This is an optimization exercise on Yosys and OpenROAD, whose aim is small area, not a production implementation.
The RTL was checked by simulation tests, not by an equivalence proof against the original design.
Power and IR drop assume default switching activity.

File: flow/config.mk
export PLATFORM = sky130hd
export DESIGN_NAME = cpu
export DESIGN_NICKNAME = cpu
export VERILOG_FILES = /design/flow/design.v
export SDC_FILE = /design/flow/constraint.sdc
export NUM_CORES = 4
export LEC_CHECK = 0
export CAP_MARGIN = 0
export CORE_MARGIN = 2
export CORE_UTILIZATION = 40
export PLACE_DENSITY = 0.72
export SETUP_SLACK_MARGIN = 0.3
export SLEW_MARGIN = 0
export SYNTH_HIERARCHICAL = 1
export SYNTH_MINIMUM_KEEP_SIZE = 0
File: flow/constraint.sdc
create_clock -name core_clock -period 11.0 [get_ports {CLK}]
set_input_delay 2.2000 -clock core_clock [delete_from_list [all_inputs] [get_ports {CLK}]]
set_output_delay 2.2000 -clock core_clock [all_outputs]
set_load 0.01 [all_outputs]
File: flow/design.v
module cpu
    #(
        parameter OPTION_RESET_ADDR = 32'hbfc00000,
        parameter OPTION_TRAP_ADDR =  32'hbfc00180
    )
    (
        input               CLK,
        input               RESET_I,
        output      [31:0]  CADDR_O,
        output      [1:0]   CTRANS_O,
        input       [31:0]  CRDATA_I,
        input               CREADY_I,
        input       [1:0]   CRESP_I,
        output      [31:0]  DADDR_O,
        output      [1:0]   DTRANS_O,
        output      [2:0]   DSIZE_O,
        input       [31:0]  DRDATA_I,
        output      [31:0]  DWDATA_O,
        output              DWRITE_O,
        input               DREADY_I,
        input       [1:0]   DRESP_I,
        input       [4:0]   HWIRQ_I,
        input               STALL_I
    );
    localparam
        CSRW_NONE =     3'd0, CSRW_MCOMPARE = 3'd1, CSRW_MSTATUS = 3'd2,
        CSRW_MCAUSE =   3'd3, CSRW_MEPC =     3'd4, CSRW_MERROREPC = 3'd5;
    localparam
        TYP_J = 4'b0000, TYP_B = 4'b0001, TYP_I = 4'b0010, TYP_M = 4'b0011,
        TYP_S = 4'b0100, TYP_R = 4'b0101, TYP_P = 4'b0110, TYP_T = 4'b0111,
        TYP_E = 4'b1000, TYP_IH =4'b1001, TYP_IU =4'b1010, TYP_BAD = 4'b1111;
    localparam
        P0_0   = 3'b000, P0_RS1 = 3'b001, P0_PC = 3'b010,
        P0_PCS = 3'b011, P0_IMM = 3'b100, P0_X  = 3'b000;
    localparam
        P1_0 =   2'b00,  P1_RS2 = 2'b01,  P1_CSR = 2'b10,
        P1_IMM = 2'b11,  P1_X =   2'b00;
    localparam
        OP_NOP =  5'b00000, OP_SLL =  5'b00100, OP_SRL =  5'b00110,
        OP_SRA =  5'b00111, OP_ADD =  5'b10000, OP_SUB =  5'b10001,
        OP_SLT =  5'b10101, OP_SLTU = 5'b10111, OP_OR =   5'b01000,
        OP_AND =  5'b01001, OP_XOR =  5'b01010, OP_NOR =  5'b01011;
    localparam
        WB_R = 2'b10, WB_N = 2'b00, WB_C = 2'b01;
    reg [16:0] s42r_csr_MCAUSE;
    reg [12:0] s42r_csr_MSTATUS;
    reg [31:0] s42r_csr_MEPC;
    reg [31:0] s42r_csr_MERROREPC;
    reg [31:0] s42r_csr_MCOMPARE;
    wire co_s1_bubble;
    wire co_s2_bubble;
    wire s2_st;
    reg  [31:0] s01r_pc;         
    wire [31:0] s01r_pc_seq = s01r_pc + 32'd4;
    wire [31:0] s0_pc_fetch = CADDR_O;
    assign CTRANS_O = RESET_I ? 2'b00 : 2'b10;
    always @(posedge CLK)
        if (RESET_I)        s01r_pc <= OPTION_RESET_ADDR - 4;
        else if (~s2_st)    s01r_pc <= s0_pc_fetch;
    reg        s12r_mem_truncated;
    reg [31:0] s12r_irs;
    reg [31:0] s12r_ir;
    reg        s12r_en;
    reg [31:0] s12r_pc;
    wire [31:0] s1_ir = s12r_mem_truncated ? s12r_irs : CRDATA_I;
    always @(posedge CLK) begin
        s12r_irs <= CRDATA_I;
        s12r_mem_truncated <= ~RESET_I & s2_st;
        if (RESET_I | co_s1_bubble) s12r_ir <= 32'h0;
        else if (~s2_st)            s12r_ir <= s1_ir;
        if (RESET_I)        s12r_en <= 1'b1;
        else if (~s2_st)    s12r_en <= ~co_s1_bubble;
        if (~s2_st)         s12r_pc <= s01r_pc;
    end
    wire s2_en = s12r_en & ~co_s2_bubble;
    reg [27:0] s2_m;
    reg [1:0]  s2_break_syscall;
    reg        s2_cop0_access;
    reg [2:0]  s2_bxx_cond_sel;
    reg        s2_load_en, s2_store_en;
    reg        s2_eret;
    reg [1:0]  s2_flow_sel;
    reg [3:0]  s2_type;
    reg [2:0]  s2_p0_sel;
    reg [1:0]  s2_p1_sel;
    reg        s2_wb_en, s2_wb_csr_en;
    reg [4:0]  s2_alu_op;
    always @(*) begin
        casez (s12r_ir)
        {6'b000100, 26'b?????_?????_????????????????}:        s2_m = {3'b000, 3'b000,  4'h0, 2'd3, TYP_B,   P0_X,   P1_X,   WB_N, OP_NOP};        
        {6'b000101, 26'b?????_?????_????????????????}:        s2_m = {3'b000, 3'b001,  4'h0, 2'd3, TYP_B,   P0_X,   P1_X,   WB_N, OP_NOP};        
        {6'b000110, 26'b?????_?????_????????????????}:        s2_m = {3'b000, 3'b010,  4'h0, 2'd3, TYP_B,   P0_X,   P1_X,   WB_N, OP_NOP};        
        {6'b000111, 26'b?????_?????_????????????????}:        s2_m = {3'b000, 3'b011,  4'h0, 2'd3, TYP_B,   P0_X,   P1_X,   WB_N, OP_NOP};        
        {11'b000001_?????, 5'b00000, 16'b????????????????}:         s2_m = {3'b000, 3'b100,  4'h0, 2'd3, TYP_B,   P0_X,   P1_X,   WB_N, OP_NOP};        
        {11'b000001_?????, 5'b00001, 16'b????????????????}:         s2_m = {3'b000, 3'b101,  4'h0, 2'd3, TYP_B,   P0_X,   P1_X,   WB_N, OP_NOP};        
        {11'b000001_?????, 5'b10000, 16'b????????????????}:         s2_m = {3'b000, 3'b100,  4'h0, 2'd3, TYP_B,   P0_PCS, P1_0,   WB_R, OP_ADD};      
        {11'b000001_?????, 5'b10001, 16'b????????????????}:         s2_m = {3'b000, 3'b101,  4'h0, 2'd3, TYP_B,   P0_PCS, P1_0,   WB_R, OP_ADD};      
        {6'b001111, 26'b00000_?????_????????????????}:        s2_m = {3'b000, 3'b0, 4'h0, 2'b0, TYP_IH,  P0_RS1, P1_IMM, WB_R, OP_OR};        
        {6'b001001, 26'b?????_?????_????????????????}:        s2_m = {3'b000, 3'b0, 4'h0, 2'b0, TYP_I,   P0_RS1, P1_IMM, WB_R, OP_ADD};        
        {6'b001000, 26'b?????_?????_????????????????}:        s2_m = {3'b000, 3'b0, 4'h0, 2'b0, TYP_I,   P0_RS1, P1_IMM, WB_R, OP_ADD};        
        {6'b000011, 26'b?????_?????_????????????????}:        s2_m = {3'b000, 3'b0, 4'h0, 2'd2, TYP_J,   P0_PCS, P1_0,   WB_R, OP_ADD};          
        {6'b000010, 26'b?????_?????_????????????????}:        s2_m = {3'b000, 3'b0, 4'h0, 2'd2, TYP_J,   P0_PCS, P1_0,   WB_N, OP_ADD};          
        {6'b100000, 26'b?????_?????_????????????????}:        s2_m = {3'b000, 3'b0, 4'h8, 2'b0, TYP_I,   P0_RS1, P1_IMM, WB_R, OP_NOP};              
        {6'b100100, 26'b?????_?????_????????????????}:        s2_m = {3'b000, 3'b0, 4'h8, 2'b0, TYP_I,   P0_RS1, P1_IMM, WB_R, OP_NOP};              
        {6'b100011, 26'b?????_?????_????????????????}:        s2_m = {3'b000, 3'b0, 4'h8, 2'b0, TYP_I,   P0_RS1, P1_IMM, WB_R, OP_NOP};              
        {6'b100001, 26'b?????_?????_????????????????}:        s2_m = {3'b000, 3'b0, 4'h8, 2'b0, TYP_I,   P0_RS1, P1_IMM, WB_R, OP_NOP};              
        {6'b100101, 26'b?????_?????_????????????????}:        s2_m = {3'b000, 3'b0, 4'h8, 2'b0, TYP_I,   P0_RS1, P1_IMM, WB_R, OP_NOP};              
        {6'b101000, 26'b?????_?????_????????????????}:        s2_m = {3'b000, 3'b0, 4'h4, 2'b0, TYP_I,   P0_RS1, P1_IMM, WB_N, OP_NOP};              
        {6'b101011, 26'b?????_?????_????????????????}:        s2_m = {3'b000, 3'b0, 4'h4, 2'b0, TYP_I,   P0_RS1, P1_IMM, WB_N, OP_NOP};              
        {6'b101001, 26'b?????_?????_????????????????}:        s2_m = {3'b000, 3'b0, 4'h4, 2'b0, TYP_I,   P0_RS1, P1_IMM, WB_N, OP_NOP};              
        {26'b000000_?????_???????????????, 6'b001000}:        s2_m = {3'b000, 3'b0, 4'h0, 2'b1, TYP_I,   P0_PCS, P1_0,   WB_N, OP_ADD};               
        {26'b000000_?????_???????????????, 6'b100000}:        s2_m = {3'b000, 3'b0, 4'h0, 2'b0, TYP_R,   P0_RS1, P1_RS2, WB_R, OP_ADD};        
        {26'b000000_?????_???????????????, 6'b100001}:        s2_m = {3'b000, 3'b0, 4'h0, 2'b0, TYP_R,   P0_RS1, P1_RS2, WB_R, OP_ADD};        
        {26'b000000_?????_???????????????, 6'b100010}:        s2_m = {3'b000, 3'b0, 4'h0, 2'b0, TYP_R,   P0_RS1, P1_RS2, WB_R, OP_SUB};        
        {26'b000000_?????_???????????????, 6'b100011}:        s2_m = {3'b000, 3'b0, 4'h0, 2'b0, TYP_R,   P0_RS1, P1_RS2, WB_R, OP_SUB};        
        {26'b000000_?????_???????????????, 6'b101010}:        s2_m = {3'b000, 3'b0, 4'h0, 2'b0, TYP_R,   P0_RS1, P1_RS2, WB_R, OP_SLT};        
        {26'b000000_?????_???????????????, 6'b101011}:        s2_m = {3'b000, 3'b0, 4'h0, 2'b0, TYP_R,   P0_RS1, P1_RS2, WB_R, OP_SLTU};       
        {6'b001010, 26'b?????_?????_????????????????}:        s2_m = {3'b000, 3'b0, 4'h0, 2'b0, TYP_I,   P0_RS1, P1_IMM, WB_R, OP_SLT};        
        {6'b001011, 26'b?????_?????_????????????????}:        s2_m = {3'b000, 3'b0, 4'h0, 2'b0, TYP_IU,  P0_RS1, P1_IMM, WB_R, OP_SLTU};      
        {26'b000000_?????_???????????????, 6'b100100}:        s2_m = {3'b000, 3'b0, 4'h0, 2'b0, TYP_R,   P0_RS1, P1_RS2, WB_R, OP_AND};        
        {26'b000000_?????_???????????????, 6'b100101}:        s2_m = {3'b000, 3'b0, 4'h0, 2'b0, TYP_R,   P0_RS1, P1_RS2, WB_R, OP_OR};         
        {26'b000000_?????_???????????????, 6'b100110}:        s2_m = {3'b000, 3'b0, 4'h0, 2'b0, TYP_R,   P0_RS1, P1_RS2, WB_R, OP_XOR};        
        {26'b000000_?????_???????????????, 6'b100111}:        s2_m = {3'b000, 3'b0, 4'h0, 2'b0, TYP_R,   P0_RS1, P1_RS2, WB_R, OP_NOR};        
        {6'b001100, 26'b?????_?????_????????????????}:        s2_m = {3'b000, 3'b0, 4'h0, 2'b0, TYP_IU,  P0_RS1, P1_IMM, WB_R, OP_AND};       
        {6'b001101, 26'b?????_?????_????????????????}:        s2_m = {3'b000, 3'b0, 4'h0, 2'b0, TYP_IU,  P0_RS1, P1_IMM, WB_R, OP_OR};        
        {6'b001110, 26'b?????_?????_????????????????}:        s2_m = {3'b000, 3'b0, 4'h0, 2'b0, TYP_IU,  P0_RS1, P1_IMM, WB_R, OP_XOR};       
        {26'b000000_00000_???????????????, 6'b000000}:        s2_m = {3'b000, 3'b0, 4'h0, 2'b0, TYP_S,   P0_IMM, P1_RS2, WB_R, OP_SLL};       
        {26'b000000_?????_???????????????, 6'b000100}:        s2_m = {3'b000, 3'b0, 4'h0, 2'b0, TYP_R,   P0_RS1, P1_RS2, WB_R, OP_SLL};        
        {26'b000000_00000_???????????????, 6'b000010}:        s2_m = {3'b000, 3'b0, 4'h0, 2'b0, TYP_S,   P0_IMM, P1_RS2, WB_R, OP_SRL};       
        {26'b000000_?????_???????????????, 6'b000110}:        s2_m = {3'b000, 3'b0, 4'h0, 2'b0, TYP_R,   P0_RS1, P1_RS2, WB_R, OP_SRL};        
        {26'b000000_00000_???????????????, 6'b000011}:        s2_m = {3'b000, 3'b0, 4'h0, 2'b0, TYP_S,   P0_IMM, P1_RS2, WB_R, OP_SRA};       
        {26'b000000_?????_???????????????, 6'b000111}:        s2_m = {3'b000, 3'b0, 4'h0, 2'b0, TYP_R,   P0_RS1, P1_RS2, WB_R, OP_SRA};        
        {6'b010000, 5'b00100, 21'b?????_?????_00000000_???}:         s2_m = {3'b001, 3'b0, 4'h0, 2'd0, TYP_I,   P0_0,   P1_RS2,      WB_C,    OP_OR}; 
        {6'b010000, 5'b00000, 21'b?????_?????_00000000_???}:         s2_m = {3'b001, 3'b0, 4'h0, 2'd0, TYP_I,   P0_0,   P1_CSR,      WB_R,    OP_OR}; 
        {26'b010000_1_0000000000000000000, 6'b011000}:        s2_m = {3'b0,      3'b0, 3'h0,1'b1, 2'd0, TYP_I, P0_0,   P1_X,   WB_N, OP_NOP};     
        {26'b000000_?????_???????????????, 6'b001100}:        s2_m = {3'b010,      3'b0, 3'h0,1'b0, 2'd0, TYP_I, P0_0,   P1_X,   WB_N, OP_NOP};   
        {26'b000000_?????_???????????????, 6'b001101}:        s2_m = {3'b100,      3'b0, 3'h0,1'b0, 2'd0, TYP_I, P0_0,   P1_X,   WB_N, OP_NOP};   
        default:                    s2_m = {3'b000, 3'b0, 4'h0, 2'b0, TYP_BAD, P0_X,   P1_X,   WB_N, OP_NOP};
        endcase
        s2_break_syscall                    = s2_m[27:26];
        s2_cop0_access                      = s2_m[25];
        s2_bxx_cond_sel                     = s2_m[24:22];
        {s2_load_en, s2_store_en}           = s2_m[21:20];
        {s2_eret,  s2_flow_sel, s2_type}    = s2_m[19:12];
        {s2_p0_sel, s2_p1_sel}              = s2_m[11:7];
        {s2_wb_en, s2_wb_csr_en, s2_alu_op} = s2_m[6:0];
    end
    wire s2_3reg = (s2_type==TYP_R) | (s2_type == TYP_P) | (s2_type == TYP_S);
    wire s2_link = (s2_p0_sel==P0_PCS) & s2_wb_en;
    wire [4:0] s2_rs1_index = s12r_ir[25:21];
    wire [4:0] s2_rs2_index = s12r_ir[20:16];
    wire [4:0] s2_rd_index = s2_link? 5'b11111 : s2_3reg? s12r_ir[15:11] : s12r_ir[20:16];
    wire [7:0] s2_csr_index = {s12r_ir[15:11], s12r_ir[2:0]};
    wire [31:0] s2_i_immediate = {{16{s12r_ir[15]}}, s12r_ir[15:0]};
    reg  [31:0] s2_immediate;
    always @(*) begin
        case (s2_type)
        TYP_S:      s2_immediate = {27'h0, s12r_ir[10:6]};
        TYP_IH:     s2_immediate = {s12r_ir[15:0], 16'h0};
        TYP_IU:     s2_immediate = {16'h0, s12r_ir[15:0]};
        default:    s2_immediate = s2_i_immediate;
        endcase
    end
    reg  [31:0] rf [1:31];
    wire        s4_we;
    wire [4:0]  s34r_rd_index_w;
    wire [31:0] s4_wb_data;
    genvar gi;
    generate
        for (gi = 1; gi < 32; gi = gi + 1) begin : g_rf
            always @(posedge CLK)
                if (s4_we & (s34r_rd_index_w == gi))
                    rf[gi] <= s4_wb_data;
        end
    endgenerate
    reg        s23r_wb_en, s23r_load_en, s34r_wb_en;
    reg        s23r_en, s34r_en;
    reg [4:0]  s23r_rd_index, s34r_rd_index;
    reg [31:0] s23r_alu_res;         
    reg [31:0] s34r_alu_res;         
    wire co_dhaz_rs1_s3 = s23r_wb_en & (s23r_rd_index==s2_rs1_index);
    wire co_dhaz_rs2_s3 = s23r_wb_en & (s23r_rd_index==s2_rs2_index);
    wire co_dhaz_rs1_s4 = s34r_wb_en & (s34r_rd_index==s2_rs1_index);
    wire co_dhaz_rs2_s4 = s34r_wb_en & (s34r_rd_index==s2_rs2_index);
    wire [32:0] s2_rs1_sel, s2_rs2_sel;
    generate
        for (gi = 1; gi < 32; gi = gi + 1) begin : g_sel
            assign s2_rs1_sel[gi-1] = ~co_dhaz_rs1_s3 & ~co_dhaz_rs1_s4 & (s2_rs1_index == gi);
            assign s2_rs2_sel[gi-1] = ~co_dhaz_rs2_s3 & ~co_dhaz_rs2_s4 & (s2_rs2_index == gi);
        end
    endgenerate
    assign s2_rs1_sel[31] = co_dhaz_rs1_s3;
    assign s2_rs1_sel[32] = ~co_dhaz_rs1_s3 & co_dhaz_rs1_s4;
    assign s2_rs2_sel[31] = co_dhaz_rs2_s3;
    assign s2_rs2_sel[32] = ~co_dhaz_rs2_s3 & co_dhaz_rs2_s4;
    wire [31:0] s2_rs1, s2_rs2;
    genvar bi;
    generate
        for (bi = 0; bi < 32; bi = bi + 1) begin : g_rd
            wire [32:0] col;
            for (gi = 1; gi < 32; gi = gi + 1) begin : g_c
                assign col[gi-1] = rf[gi][bi];
            end
            assign col[31] = s23r_alu_res[bi];
            assign col[32] = s34r_alu_res[bi];
            cpu_rdbit u_rs1 (.sel(s2_rs1_sel), .d(col), .q(s2_rs1[bi]));
            cpu_rdbit u_rs2 (.sel(s2_rs2_sel), .d(col), .q(s2_rs2[bi]));
        end
    endgenerate
    reg [2:0]  s2_csr_xindex;
    reg [31:0] s2_csr;
    always @(*) begin
        case (s2_csr_index)
        8'b01011_000:   s2_csr_xindex = CSRW_MCOMPARE;
        8'b01100_000:   s2_csr_xindex = CSRW_MSTATUS;
        8'b01101_000:   s2_csr_xindex = CSRW_MCAUSE;
        8'b01110_000:   s2_csr_xindex = CSRW_MEPC;
        8'b11110_000:   s2_csr_xindex = CSRW_MERROREPC;
        default:        s2_csr_xindex = CSRW_NONE;
        endcase
        case (s2_csr_index)
        8'b01011_000:   s2_csr = s42r_csr_MCOMPARE;
        8'b01100_000:   s2_csr = {9'h0,s42r_csr_MSTATUS[12],6'h0,s42r_csr_MSTATUS[11:4],3'h0,s42r_csr_MSTATUS[3:0]};
        8'b01101_000:   s2_csr = {s42r_csr_MCAUSE[16],1'b0,s42r_csr_MCAUSE[15:14],4'b0,s42r_csr_MCAUSE[13],7'b0,s42r_csr_MCAUSE[12:5],1'b0,s42r_csr_MCAUSE[4:0],2'b0};
        8'b01110_000:   s2_csr = s42r_csr_MEPC;
        8'b11110_000:   s2_csr = s42r_csr_MERROREPC;
        default:        s2_csr = 32'h00000000;
        endcase
    end
    reg s2_bxx_cond_val;
    wire s2_rs12_equal = (s2_rs1 == s2_rs2);
    wire s2_rs1_zero = ~(|s2_rs1);
    always @(*) begin
        case (s2_bxx_cond_sel)
        3'b000: s2_bxx_cond_val = s2_rs12_equal;
        3'b001: s2_bxx_cond_val = ~s2_rs12_equal;
        3'b010: s2_bxx_cond_val = s2_rs1[31] | s2_rs1_zero;
        3'b011: s2_bxx_cond_val = ~s2_rs1[31] & ~s2_rs1_zero;
        3'b100: s2_bxx_cond_val = s2_rs1[31];
        3'b101: s2_bxx_cond_val = ~s2_rs1[31] | s2_rs1_zero;
        default:s2_bxx_cond_val = s2_rs12_equal;
        endcase
    end
    wire       s2_ie = s42r_csr_MSTATUS[0] & ~(s42r_csr_MSTATUS[2] | s42r_csr_MSTATUS[1]);
    wire [7:0] s2_masked_irq = {1'b0, HWIRQ_I, s42r_csr_MCAUSE[6:5]} & s42r_csr_MSTATUS[11:4];
    wire       s2_irq_final = |(s2_masked_irq) & s2_ie;
    wire       s2_user_mode = {s42r_csr_MSTATUS[3],s42r_csr_MSTATUS[2],s42r_csr_MSTATUS[1]}==3'b100;
    wire       s2_trap_cop_unusable = s2_cop0_access & s2_user_mode;
    reg  [4:0] s2_excode;
    always @(*) begin
        casez ({s2_irq_final,s2_trap_cop_unusable,s2_break_syscall})
        4'b1???: s2_excode = 5'b00000;
        4'b01??: s2_excode = 5'b01011;
        4'b0010: s2_excode = 5'b01001;
        4'b0001: s2_excode = 5'b01000;
        default: s2_excode = 5'b00000;
        endcase
    end
    wire s2_trap = (|s2_break_syscall) | s2_trap_cop_unusable | s2_irq_final;
    wire s2_skip_seq_instr = s2_trap | s2_eret;
    wire [31:0] s2_pc_branch;
    cpu_badd u_badd (.pc(s12r_pc), .imm(s12r_ir[15:0]), .q(s2_pc_branch));
    wire [31:0] s2_pc_jump = {s01r_pc[31:28], s12r_ir[25:0], 2'b00};
    wire s2_te   = s2_trap | s2_eret;
    wire s2_f_jr = ~s2_te & (s2_flow_sel == 2'b01);
    wire s2_f_j  = ~s2_te & (s2_flow_sel == 2'b10);
    wire s2_f_b  = ~s2_te & (s2_flow_sel == 2'b11);
    wire s2_f_br = s2_f_b & s2_bxx_cond_val;
    wire s2_f_sq = ~s2_te & ((s2_flow_sel == 2'b00) | (s2_f_b & ~s2_bxx_cond_val));
    wire [5:0] s2_f_sel = {s2_f_sq, s2_trap, s2_eret & ~s2_trap, s2_f_jr, s2_f_j, s2_f_br};
    generate
        for (bi = 0; bi < 32; bi = bi + 1) begin : g_pc
            if (OPTION_TRAP_ADDR[bi]) begin : g_t1
                cpu_ao6 u_pc (.sel(s2_f_sel),
                    .d({s01r_pc_seq[bi], s2_trap, s42r_csr_MEPC[bi],
                        s2_rs1[bi], s2_pc_jump[bi], s2_pc_branch[bi]}),
                    .q(CADDR_O[bi]));
            end
            else begin : g_t0
                cpu_ao5 u_pc (.sel({s2_f_sel[5], s2_f_sel[3:0]}),
                    .d({s01r_pc_seq[bi], s42r_csr_MEPC[bi],
                        s2_rs1[bi], s2_pc_jump[bi], s2_pc_branch[bi]}),
                    .q(CADDR_O[bi]));
            end
        end
    endgenerate
    reg [31:0] s2_arg0, s2_arg1;
    always @(*) begin
        case (s2_p0_sel)
        P0_RS1:     s2_arg0 = s2_rs1;
        P0_PCS:     s2_arg0 = s01r_pc_seq;
        P0_IMM:     s2_arg0 = s2_immediate;
        default:    s2_arg0 = 32'h0;
        endcase
        case (s2_p1_sel)
        P1_IMM:     s2_arg1 = s2_immediate;
        P1_RS2:     s2_arg1 = s2_rs2;
        P1_CSR:     s2_arg1 = s2_csr;
        default:    s2_arg1 = 32'h0;
        endcase
    end
    wire        s2_sub = s2_alu_op[0] & s2_alu_op[4];
    wire [31:0] s2_sum, s2_p, s2_g;
    wire        s2_c32;
    cpu_add #(.N(32)) u_aadd (.a(s2_arg0), .b(s2_arg1 ^ {32{s2_sub}}), .ci(s2_sub),
        .s(s2_sum), .p(s2_p), .g(s2_g), .co(s2_c32));
    wire s2_slt = (s2_alu_op[1] ? 1'b0 : s2_arg0[31]) ^
                  (s2_alu_op[1] ? 1'b0 : s2_arg1[31]) ^ s2_sub ^ s2_c32;
    wire        s2_shl = (s2_alu_op[1:0] == 2'b00);
    wire        s2_sfill = s2_alu_op[0] & s2_arg1[31];
    wire [31:0] s2_sh [0:5];
    assign s2_sh[0] = s2_arg1;
    genvar si;
    generate
        for (si = 0; si < 5; si = si + 1) begin : g_sh
            wire sl = s2_shl & s2_arg0[si];
            wire sr = ~s2_shl & s2_arg0[si];
            wire sn = ~s2_arg0[si];
            wire fr = (si % 2) ? ~s2_sfill : s2_sfill;
            for (bi = 0; bi < 32; bi = bi + 1) begin : g_b
                wire b = (bi + (1 << si) <= 31) ? s2_sh[si][bi + (1 << si)] : fr;
                if (bi >= (1 << si)) begin : g_full
                    cpu_aoi222 u (.a0(sl), .b0(s2_sh[si][bi - (1 << si)]), .a1(sr), .b1(b),
                                  .a2(sn), .b2(s2_sh[si][bi]), .y(s2_sh[si+1][bi]));
                end
                else if (si % 2) begin : g_one
                    cpu_aoi221 u (.a0(sr), .b0(b), .a1(sn), .b1(s2_sh[si][bi]), .c(sl),
                                  .y(s2_sh[si+1][bi]));
                end
                else begin : g_zero
                    cpu_aoi22 u (.a0(sr), .b0(b), .a1(sn), .b1(s2_sh[si][bi]),
                                 .y(s2_sh[si+1][bi]));
                end
            end
        end
    endgenerate
    wire [31:0] s2_alu_shift = ~s2_sh[5];
    wire [1:0] s2_mem_size = (s12r_ir[27:26] == 2'b00) ? 2'b00 :
                             (s12r_ir[27:26] == 2'b01) ? 2'b01 : 2'b10;
    reg [31:0] s2_mem_wdata;
    always @(*) begin
        case (s2_mem_size)
        2'b00:      s2_mem_wdata = {4{s2_rs2[ 7: 0]}};
        2'b01:      s2_mem_wdata = {2{s2_rs2[15: 0]}};
        default:    s2_mem_wdata = s2_rs2;
        endcase
    end
    wire s2_r_arith = ~s2_store_en & s2_alu_op[4];
    wire s2_r_logic = ~s2_store_en & ~s2_alu_op[4] & s2_alu_op[3];
    wire [5:0] s2_r_sel = {
        s2_r_logic & ~s2_alu_op[0],                      
        s2_r_logic & ~s2_alu_op[1],                      
        s2_r_logic & s2_alu_op[1] & s2_alu_op[0],        
        s2_r_arith & ~s2_alu_op[2],                      
        ~s2_store_en & ~s2_alu_op[4] & ~s2_alu_op[3],    
        s2_store_en};                                    
    wire s2_r_slt = s2_r_arith & s2_alu_op[2];
    wire [31:0] s2_res;
    generate
        for (bi = 0; bi < 32; bi = bi + 1) begin : g_res
            wire q;
            cpu_ao6 u_res (.sel(s2_r_sel),
                .d({s2_p[bi], s2_g[bi], ~(s2_p[bi] | s2_g[bi]), s2_sum[bi],
                    s2_alu_shift[bi], s2_mem_wdata[bi]}),
                .q(q));
            if (bi == 0) begin : g_b0
                assign s2_res[bi] = q | (s2_r_slt & s2_slt);
            end
            else begin : g_bn
                assign s2_res[bi] = q;
            end
        end
    endgenerate
    reg [31:0] s23r_mem_addr;
    reg [1:0]  s23r_mem_trans;
    reg [1:0]  s23r_mem_size;
    reg        s23r_store_en;
    reg        s23r_load_exz;
    reg [2:0]  s23r_csrw;        
    reg        s23r_trap;
    reg        s23r_eret;
    reg [31:0] s23r_epc;
    reg [4:0]  s23r_excode;
    always @(posedge CLK) begin
        if (RESET_I)        s23r_en <= 1'b0;
        else if (~s2_st)    s23r_en <= s2_en;
        if (RESET_I | ~s2_en) begin
            s23r_wb_en <= 1'b0;
            s23r_store_en <= 1'b0;
            s23r_load_en <= 1'b0;
            s23r_mem_trans <= 2'b00;
            s23r_csrw <= CSRW_NONE;
            s23r_trap <= 1'b0;
            s23r_eret <= 1'b0;
        end
        else if (~s2_st) begin
            s23r_wb_en <= s2_wb_en & ~s2_trap;
            s23r_store_en <= s2_store_en;
            s23r_load_en <= s2_load_en & ~s2_trap;
            s23r_mem_trans <= (s2_load_en | s2_store_en)? 2'b10 : 2'b00;
            s23r_csrw <= (s2_wb_csr_en & ~s2_trap) ? s2_csr_xindex : CSRW_NONE;
            s23r_trap <= s2_trap;
            s23r_eret <= s2_eret;
        end
        if (~s2_st & ~s23r_trap) begin
            s23r_epc <= s12r_pc;
            s23r_excode <= s2_excode;
        end
        if (~s2_st) begin
            s23r_rd_index <= s2_rd_index;
            s23r_alu_res <= s2_res;
            s23r_mem_addr <= s2_sum;
            s23r_mem_size <= s2_mem_size;
            s23r_load_exz <= s12r_ir[28];
        end
    end
    assign DADDR_O = s23r_mem_addr;
    assign DTRANS_O = s23r_mem_trans;
    assign DSIZE_O = {1'b0, s23r_mem_size};
    assign DWRITE_O = s23r_store_en;
    wire [1:0]  s3_sz = s23r_mem_size;
    wire [1:0]  s3_ad = s23r_mem_addr[1:0];
    wire        s3_byte = (s3_sz == 2'b00);
    wire        s3_half = (s3_sz == 2'b01);
    wire        s3_b0 = s3_byte & (s3_ad == 2'd0);
    wire        s3_b1 = s3_byte & (s3_ad == 2'd1);
    wire        s3_b2 = s3_byte & (s3_ad == 2'd2);
    wire        s3_b3 = s3_byte & (s3_ad == 2'd3);
    wire        s3_h0 = s3_half & (s3_ad == 2'd0);
    wire        s3_h2 = s3_half & (s3_ad == 2'd2);
    wire        s3_w  = s3_sz[1] | (s3_half & s3_ad[0]);    
    wire        s3_sx = ~s23r_load_exz;
    wire        s3_sgnb = (DRDATA_I[31] & s3_b0) | (DRDATA_I[23] & s3_b1) |
                          (DRDATA_I[15] & s3_b2) | (DRDATA_I[7] & s3_b3);
    wire        s3_sgnh = s3_h0 ? DRDATA_I[31] : DRDATA_I[15];
    wire [31:0] s3_load_data;
    assign s3_load_data[7:0] = ({8{s3_b0}} & DRDATA_I[31:24]) | ({8{s3_b1 | s3_h0}} & DRDATA_I[23:16]) |
                               ({8{s3_b2}} & DRDATA_I[15:8]) | ({8{s3_b3 | s3_h2 | s3_w}} & DRDATA_I[7:0]);
    assign s3_load_data[15:8] = ({8{s3_h0}} & DRDATA_I[31:24]) | ({8{s3_h2 | s3_w}} & DRDATA_I[15:8]) |
                                {8{s3_byte & s3_sx & s3_sgnb}};
    assign s3_load_data[31:16] = ({16{s3_sz[1] | (s3_half & s3_ad[0] & ~s3_sx)}} & DRDATA_I[31:16]) |
                                 {16{(s3_byte & s3_sx & s3_sgnb) | (s3_half & s3_sx & s3_sgnh)}};
    reg [2:0]  s34r_csrw;
    reg        s34r_trap;
    reg        s34r_eret;
    always @(posedge CLK) begin
        if (RESET_I) s34r_en <= 1'b0;
        else         s34r_en <= s23r_en;
        if (RESET_I) begin
            s34r_wb_en <= 1'b0;
            s34r_trap <= 1'b0;
            s34r_eret <= 1'b0;
        end
        else begin
            s34r_wb_en <= s23r_wb_en;
            s34r_trap <= s23r_trap;
            s34r_eret <= s23r_eret;
        end
        if (RESET_I) s34r_csrw <= CSRW_NONE;
        else         s34r_csrw <= s23r_csrw;
        if (RESET_I) s34r_alu_res <= 32'h0;
        else         s34r_alu_res <= s23r_load_en ? s3_load_data : s23r_alu_res;
        s34r_rd_index <= s23r_rd_index;
    end
    assign DWDATA_O = s34r_alu_res;
    assign s4_wb_data = s34r_alu_res;
    assign s4_we = s34r_wb_en;
    assign s34r_rd_index_w = s34r_rd_index;
    reg [12:0] s4_status_trap;
    always @(*) begin
        s4_status_trap = s42r_csr_MSTATUS;
        casez ({s34r_trap, s34r_eret})
        2'b1?: s4_status_trap[1] = 1'b1;
        2'b01: begin
            if (s42r_csr_MSTATUS[2]) s4_status_trap[2] = 1'b0;
            else             s4_status_trap[1] = 1'b0;
        end
        default:;
        endcase
    end
    wire [16:0] s4_cause_trap = {1'b0,2'b00,1'b0, s2_masked_irq, s23r_excode};
    wire s4_trap = s34r_trap;
    always @(posedge CLK) begin
        if (RESET_I) begin
            s42r_csr_MCAUSE <= 17'h0;
            s42r_csr_MEPC <= 32'h0;
            s42r_csr_MERROREPC <= 32'h0;
            s42r_csr_MSTATUS <= 13'h1004;
            s42r_csr_MCOMPARE <= 32'h0;
        end
        else begin
            if (s4_trap)
                s42r_csr_MCAUSE <= s4_cause_trap;
            else if ((s34r_csrw == CSRW_MCAUSE))
                s42r_csr_MCAUSE <= {s34r_alu_res[31],s34r_alu_res[29:28],s34r_alu_res[23],s34r_alu_res[15:8],s34r_alu_res[6:2]};
            if (s4_trap)
                s42r_csr_MEPC <= s23r_epc;
            else if ((s34r_csrw == CSRW_MEPC))
                s42r_csr_MEPC <= s34r_alu_res;
            if (s4_trap)
                s42r_csr_MERROREPC <= s23r_epc;
            else if ((s34r_csrw == CSRW_MERROREPC))
                s42r_csr_MERROREPC <= s34r_alu_res;
            if (s34r_trap | s34r_eret)
                s42r_csr_MSTATUS <= s4_status_trap;
            else if ((s34r_csrw == CSRW_MSTATUS))
                s42r_csr_MSTATUS <= {s34r_alu_res[22],s34r_alu_res[15:8],s34r_alu_res[4],s34r_alu_res[2],s34r_alu_res[1],s34r_alu_res[0]};
            if ((s34r_csrw == CSRW_MCOMPARE))
                s42r_csr_MCOMPARE <= s34r_alu_res;
        end
    end
    wire co_dhaz_rs1_ld = s23r_load_en & (s23r_rd_index==s2_rs1_index);
    wire co_dhaz_rs2_ld = s23r_load_en & (s23r_rd_index==s2_rs2_index);
    wire co_s2_stall_load = co_dhaz_rs1_ld | co_dhaz_rs2_ld;
    wire co_s2_stall_trap = s23r_trap & s34r_en;
    wire co_s012_stall_eret = s23r_eret & s34r_en;
    assign co_s2_bubble = co_s2_stall_load | co_s2_stall_trap | co_s012_stall_eret;
    assign co_s1_bubble = co_s2_stall_trap | co_s012_stall_eret | s2_skip_seq_instr;
    assign s2_st = co_s012_stall_eret | co_s2_stall_load | co_s2_stall_trap;
endmodule
module cpu_rdbit(input [32:0] sel, input [32:0] d, output q);
    wire [10:0] t;
    genvar k;
    generate
        for (k = 0; k < 11; k = k + 1) begin : g_t
            cpu_aoi222 u (.a0(sel[3*k]), .b0(d[3*k]), .a1(sel[3*k+1]), .b1(d[3*k+1]),
                          .a2(sel[3*k+2]), .b2(d[3*k+2]), .y(t[k]));
        end
    endgenerate
    wire n0, n1, n2;
    cpu_nand4 u_n0 (.a(t[0]), .b(t[1]), .c(t[2]), .d(t[3]), .y(n0));
    cpu_nand4 u_n1 (.a(t[4]), .b(t[5]), .c(t[6]), .d(t[7]), .y(n1));
    cpu_nand3 u_n2 (.a(t[8]), .b(t[9]), .c(t[10]), .y(n2));
    cpu_or3   u_o  (.a(n0), .b(n1), .c(n2), .y(q));
endmodule
module cpu_aoi222(input a0, input b0, input a1, input b1, input a2, input b2, output y);
    assign y = ~((a0 & b0) | (a1 & b1) | (a2 & b2));
endmodule
module cpu_nand4(input a, input b, input c, input d, output y);
    assign y = ~(a & b & c & d);
endmodule
module cpu_nand3(input a, input b, input c, output y);
    assign y = ~(a & b & c);
endmodule
module cpu_or3(input a, input b, input c, output y);
    assign y = a | b | c;
endmodule
module cpu_add #(parameter N = 32) (input [N-1:0] a, input [N-1:0] b, input ci,
                                    output [N-1:0] s, output [N-1:0] p,
                                    output [N-1:0] g, output co);
    wire [N:0] c;
    assign p = a ^ b;
    assign g = a & b;
    assign c[0] = ci;
    genvar i;
    generate
        for (i = 0; i < N; i = i + 1) begin : g_c
            if ((i % 4) == 3) begin : g_blk
                wire P = &p[i:i-3];
                wire G = g[i] | (p[i] & g[i-1]) | (p[i] & p[i-1] & g[i-2]) |
                         (p[i] & p[i-1] & p[i-2] & g[i-3]);
                assign c[i+1] = G | (P & c[i-3]);
            end
            else begin : g_bit
                assign c[i+1] = g[i] | (p[i] & c[i]);
            end
        end
    endgenerate
    assign s = p ^ c[N-1:0];
    assign co = c[N];
endmodule
module cpu_ao6(input [5:0] sel, input [5:0] d, output q);
    wire t0, t1;
    cpu_aoi222 u0 (.a0(sel[0]), .b0(d[0]), .a1(sel[1]), .b1(d[1]), .a2(sel[2]), .b2(d[2]), .y(t0));
    cpu_aoi222 u1 (.a0(sel[3]), .b0(d[3]), .a1(sel[4]), .b1(d[4]), .a2(sel[5]), .b2(d[5]), .y(t1));
    cpu_nand2 u2 (.a(t0), .b(t1), .y(q));
endmodule
module cpu_nand2(input a, input b, output y);
    assign y = ~(a & b);
endmodule
module cpu_badd(input [31:0] pc, input [15:0] imm, output [31:0] q);
    wire [16:0] lo = {1'b0, pc[17:2]} + {1'b0, imm} + 17'd1;
    wire [13:0] hi = pc[31:18];
    wire        up = lo[16] & ~imm[15];
    wire        dn = ~lo[16] & imm[15];
    wire [13:0] t1, t0;      
    assign t1[0] = 1'b1;
    assign t0[0] = 1'b1;
    genvar i;
    generate
        for (i = 1; i < 14; i = i + 1) begin : g_t
            assign t1[i] = t1[i-1] & hi[i-1];
            assign t0[i] = t0[i-1] & ~hi[i-1];
        end
    endgenerate
    assign q = {hi ^ ((t1 & {14{up}}) | (t0 & {14{dn}})), lo[15:0], pc[1:0]};
endmodule
module cpu_ao5(input [4:0] sel, input [4:0] d, output q);
    wire t0, t1;
    cpu_aoi222 u0 (.a0(sel[0]), .b0(d[0]), .a1(sel[1]), .b1(d[1]), .a2(sel[2]), .b2(d[2]), .y(t0));
    cpu_aoi22 u1 (.a0(sel[3]), .b0(d[3]), .a1(sel[4]), .b1(d[4]), .y(t1));
    cpu_nand2 u2 (.a(t0), .b(t1), .y(q));
endmodule
module cpu_aoi22(input a0, input b0, input a1, input b1, output y);
    assign y = ~((a0 & b0) | (a1 & b1));
endmodule
module cpu_aoi221(input a0, input b0, input a1, input b1, input c, output y);
    assign y = ~((a0 & b0) | (a1 & b1) | c);
endmodule
File: flow/flow/run.sh
#!/bin/bash
# Standard ORFS layout with three changes:
#  - ABC maps for area (a copy of the ORFS scripts with its own ABC script),
#  - clock tree synthesis without dummy loads, with mid-size buffers in
#    small clusters,
#  - smaller port buffers.
# Each tool's output is in orfs/logs/; make's own output is in make.log.
set -euo pipefail
rm -rf scripts_abc
cp -r "$FLOW_HOME/scripts" scripts_abc
printf '%s\n' '&get -n' '&st' '&syn2' '&dch' '&nf -a' '&st' '&syn2' '&dch' '&nf -a' '&put' 'topo' 'stime -c' \
    > scripts_abc/abc_speed.script
export SCRIPTS_DIR="$PWD/scripts_abc"
export CTS_ARGS="-sink_clustering_enable -repair_clock_nets -dont_use_dummy_load -buf_list sky130_fd_sc_hd__clkbuf_8 -sink_clustering_size 18 -sink_clustering_max_diameter 60"
export BUFFER_PORTS_ARGS="-buffer_cell sky130_fd_sc_hd__buf_1"
bash standard.sh > make.log 2>&1
File: flow/standard.sh
#!/bin/bash
# synth_recipe.tcl (not shown) runs the flow's synth.tcl, then flattens the netlist and writes it again
# the make line also repeats each setting of config.mk as NAME=value (left out here)
make -C /OpenROAD-flow-scripts/flow DESIGN_CONFIG=/design/flow/config.mk WORK_HOME=/design/flow/orfs CLKGATE_MAP_FILE= SYNTH_SCRIPT=/design/flow/synth_recipe.tcl "${@:-finish}"
==> flow_metrics.py <==
metrics = {
    "logic_synthesis": {
        "synth_top_cell_area_share_pct": 54.30,
        "synth_cells": 4534,
        "ys.flop_type": "edfxtp_1",
        "synth_cell_types": 58,
        "ys_ff_latch": 1409,
        "async_reset_ff_share_pct": 0,
        "avgSynthCellArea_sq_um": 13.80,
        "synth_area_leader_cell": "edfxtp_1",
        "synthTopCellsByArea": "edfxtp_1 (54%), a222oi_1 (16%), dfxtp_1 (8.9%)",
        "synth_most_common_cell": "edfxtp_1",
        "syn_area_sq_um": 62550,
        "synth_edf_count": 1131,
        "synthTopCellsByCount": "edfxtp_1 (1,131), a222oi_1 (979), nor2_1 (465), dfxtp_1 (278), nand2_1 (162)",
        "yosysWarnings": 9,
        "seq_area_frac_synth_pct": 63.20,
    },
    "detailed_routing": {
        "ant_nets": 0,
        "wirelength_um": 264600,
        "drtIter0Drc": 14590,
        "drcViolationCount": 0,
        "viasPerCell": 7.547,
        "vias": 53300,
        "first_pass_iters": 15,
        "wl_per_cell_um": 37.46,
    },
    "timing": {
        "post-route-period-util_pct": 96.51,
        "skew_ns": 0.1063,
        "hold_viol_final": 0,
        "rsz0062_at_grt": "false",
        "fin_crit_ns": 10.62,
        "tightest_slew_ns": 1.291,
        "setup_violations": 0,
        "finalMaxSlewViolations": 0,
        "tns_ns": 0,
        "fmax_ghz": 0.09419,
        "slew_headroom_pct": 13.70,
    },
    "critical_path": {
        "critPathCapture": "CADDR_O[2]",
        "worstSetupEndpointType": "output pin",
        "ff2ff_setup_slack_ns": 1.18,
        "timing.rr.end": "s23r_alu_res[31]",
        "r2r_cells": 31,
        "cp_data_arrival_time_ns": 8.42,
        "required_ns": 8.80,
        "path_class": "register to output pin",
        "r2r-start": "s12r_ir[16]",
        "cp-startpoint": "s12r_ir[16]",
        "startpoint_type": "register",
        "cp_max_fo": 32,
    },
    "placement": {
        "portBuffers": 171,
        "placed_area_sq_um": 67960,
        "place_congestion": 1.049,
        "dpl.hpwl_um": 173400,
    },
    "global_route": {
        "grt_use_total_pct": 31.82,
        "grt_max_degree": 93,
        "grt_pass1_vias": 48630,
        "grt_overflow": 0,
        "grt_pass1_wl_um": 362000,
        "antenna_found_initial": 20,
    },
    "die": {
        "rows": 145,
        "start_util_pct": 40.14,
        "die_w_um": 399.4,
        "dieArea_sq_um": 159600,
        "io-pin-count": 182,
        "coreArea_sq_um": 155800,
        "die_height_um": 399.4,
    },
    "clocking": {
        "root_buffer": "clkbuf_8",
        "clk_pin_slew_worst_paths_ns": 0.09,
        "cts_num_sinks": 1409,
        "cts_hold_buf": 0,
        "cts_tree": "built",
        "cts_htree_levels": 3,
        "cts_buffers": 101,
        "clockBufferDepth": 3,
        "insertion_delay_ns": 0.91,
    },
    "run_status": {
        "status": "timing/DRC/antenna clean",
    },
    "power_and_ir_drop": {
        "p_total_mw": 11.34,
        "ir_worst_vdd_mv": 0.1430,
        "p_leak_nw": 22.57,
        "p_per_area_nw_per_um2": 163.3,
    },
    "final_layout": {
        "final_nets": 5148,
        "design_area_sq_um": 69440,
        "drive_above_1_share_pct": 9.535,
        "synthToLayoutAreaGrowth_pct": 11.02,
    },
    "min_path": {
        "worstHoldPathType": "register to register",
    },
    "flow_run": {
        "cap_violations": 0,
    },
}
==> stage by stage <==
step	worst slack [ns]	util (%)	instances	hold slack, ns
after floorplan	0.5004	-	4538	0.3982
after global placement	1.235	43.61	6949	0.4250
after detailed placement	1.119	43.61	6949	0.4307
after CTS	0.3295	44.50	7050	0.4200
after global routing	0.2917	44.55	7056	0.4470
final	0.3837	44.56	7062	0.4353
==> Yosys stat by module, one instance, submodules excluded, excerpt <==
module      cells  cell area [sq um]
cpu_badd      124              924.6
cpu_nand3       1              5.005
cpu_aoi22       1              7.507
cpu_nand2       1              3.754
cpu_or3         1              6.256
cpu          2989              48840
cpu_aoi222      1              10.01
cpu_nand4       1              6.256
cpu_aoi221      1              8.758
==> flip-flops by register name (all words and copies together), names as in the netlist, 2 cells and up <==
| signal | count |
|---|---|
| s23r_rd_index | 5 |
| s42r_csr_MCOMPARE | 32 |
| s12r_irs | 32 |
| s23r_alu_res | 32 |
| s42r_csr_MCAUSE | 17 |
| s01r_pc | 32 |
| s23r_epc | 32 |
| rf | 992 |
| s23r_mem_addr | 32 |
| s34r_csrw | 3 |
| s23r_mem_size | 2 |
| s12r_pc | 32 |
| s34r_rd_index | 5 |
| s12r_ir | 32 |
| s42r_csr_MERROREPC | 32 |
| s42r_csr_MEPC | 32 |
| s34r_alu_res | 32 |
| s42r_csr_MSTATUS | 13 |
| s23r_excode | 3 |
| s23r_csrw | 3 |
==> how the worst min path moves through the flow <==
stage | start | to | slack [ns] | cells past startpoint
after floorplan | s23r_rd_index[4] | s34r_rd_index[4] | 0.40 | 0
after global placement | s23r_en | s23r_en | 0.42 | 2
after detailed placement | s23r_en | s23r_en | 0.43 | 2
after CTS | s23r_rd_index[2] | s34r_rd_index[2] | 0.42 | 0
after global routing | s12r_pc[10] | s23r_epc[10] | 0.45 | 0
final | s23r_rd_index[2] | s34r_rd_index[2] | 0.44 | 0
==> power by group <==
part / internal [mW] / switching [mW] / leakage [nW]
logic: 0.638 / 1.79 / 8.97
registers: 6.19 / 0.280 / 12.9
clock network: 0.818 / 1.63 / 0.726
total: 7.64 / 3.70 / 22.6
==> cell usage in the layout, fill, tap and decap left out, types with 61 or more instances in the layout <==
cell type and instances:
nor2_1 373, nand4_1 156, buf_4 206, clkbuf_8 101, mux2i_1 66, a21oi_1 82, dfxtp_1 257, nand2_1 162
xor2_1 92, a222oi_1 979, o21ai_0 94, clkinv_1 82, edfxtp_1 1131, nand3_1 103, or3_1 61, a22oi_1 80
a211oi_1 100, buf_1 170
==> final cells by class <==
type	count	area [sq um]
Antenna cell	12	30.03
Clock buffer	101	1390
Multi-Input combinational cell	3009	23110
Sequential cell	1409	39560
Inverter	82	307.8
Timing Repair Buffer	391	2472
Tap cell	2058	2575
Fill cell	13940	86400
==> routing by layer <==
metal | GRT usage [%] | vias up | routed length [um]
met1 | 39.18 | 25820 | 86360
met4 | 22.27 | 10 | 24510
li1 | - | 21360 | -
met2 | 47.38 | 5078 | 111900
met5 | 0.3632 | - | 69
met3 | 10.12 | 1025 | 41740
==> cell families (layout without fill, tap and decap cells) <==
group                      after synthesis  count (layout)  share of synthesized area [%]
adders and majority gates               76              76                          1.820
buffers and inverters                  120             574                         0.9422
xor gates and xnor gates               128             128                          1.792
and+or+nand+nor                       1182            1182                          9.040
muxes                                   75              75                          1.218
AOI/OAI and AO/OA                     1543            1543                          21.99
other                                    1              17                       0.005995
DFF                                   1409            1409                          63.20
==> worst max-delay path, stage by stage, from the launching register on <==
cell      delay (ns)
dfxtp_1         0.33
clkinv_1        0.27
a221o_1         0.40
nor4_1          0.23
and2_1          0.30
nor3_1          0.12
nand2_1         0.36
nor2_2          0.25
buf_4           0.28
a222oi_1        0.40
nand4_1         0.37
or3_1           0.68
xor2_1          0.23
nor4_1          0.37
nand4_1         0.15
or4_1           0.64
a22oi_1         0.23
nor2_1          0.07
nor4_2          0.36
nor3_2          0.06
buf_4           0.28
a222oi_1        0.77
nand2_1         0.17
buf_1           0.18
==> repair_timing <==
action / CTS / global route
gates resized for setup: 2 / 19
endpoints found under the hold margin: 0 / 0
setup endpoints to repair: 12 / 32
pin swaps: 0 / 5
buffers inserted: 0 / 0

afterwards: timing with drivers on the ports:
No port has a modelled driver above. Below, the same layout with a new extraction and two added sets of constraints.
Step 1 assumes that a clkbuf_16 drives the clock port and a buf_2 every other input.
Step 2 also shifts input and output timing later by t, the mid clock arrival at the registers, as if the neighbouring blocks saw the same clock.
Three values: ideal, step 1, step 2; two values: the first two.
t, ns: 0.935
slack for setup (ns): 0.384 / 0.295 / 1.178
worst hold slack (ns): 0.435 / 0.435 / 0.435
cell pins on the clock port's net: 1
After both steps setup and hold are still met in this run. For this run, drivers alone change the setup slack by -0.089 ns; drivers and shift together by +0.794 ns.
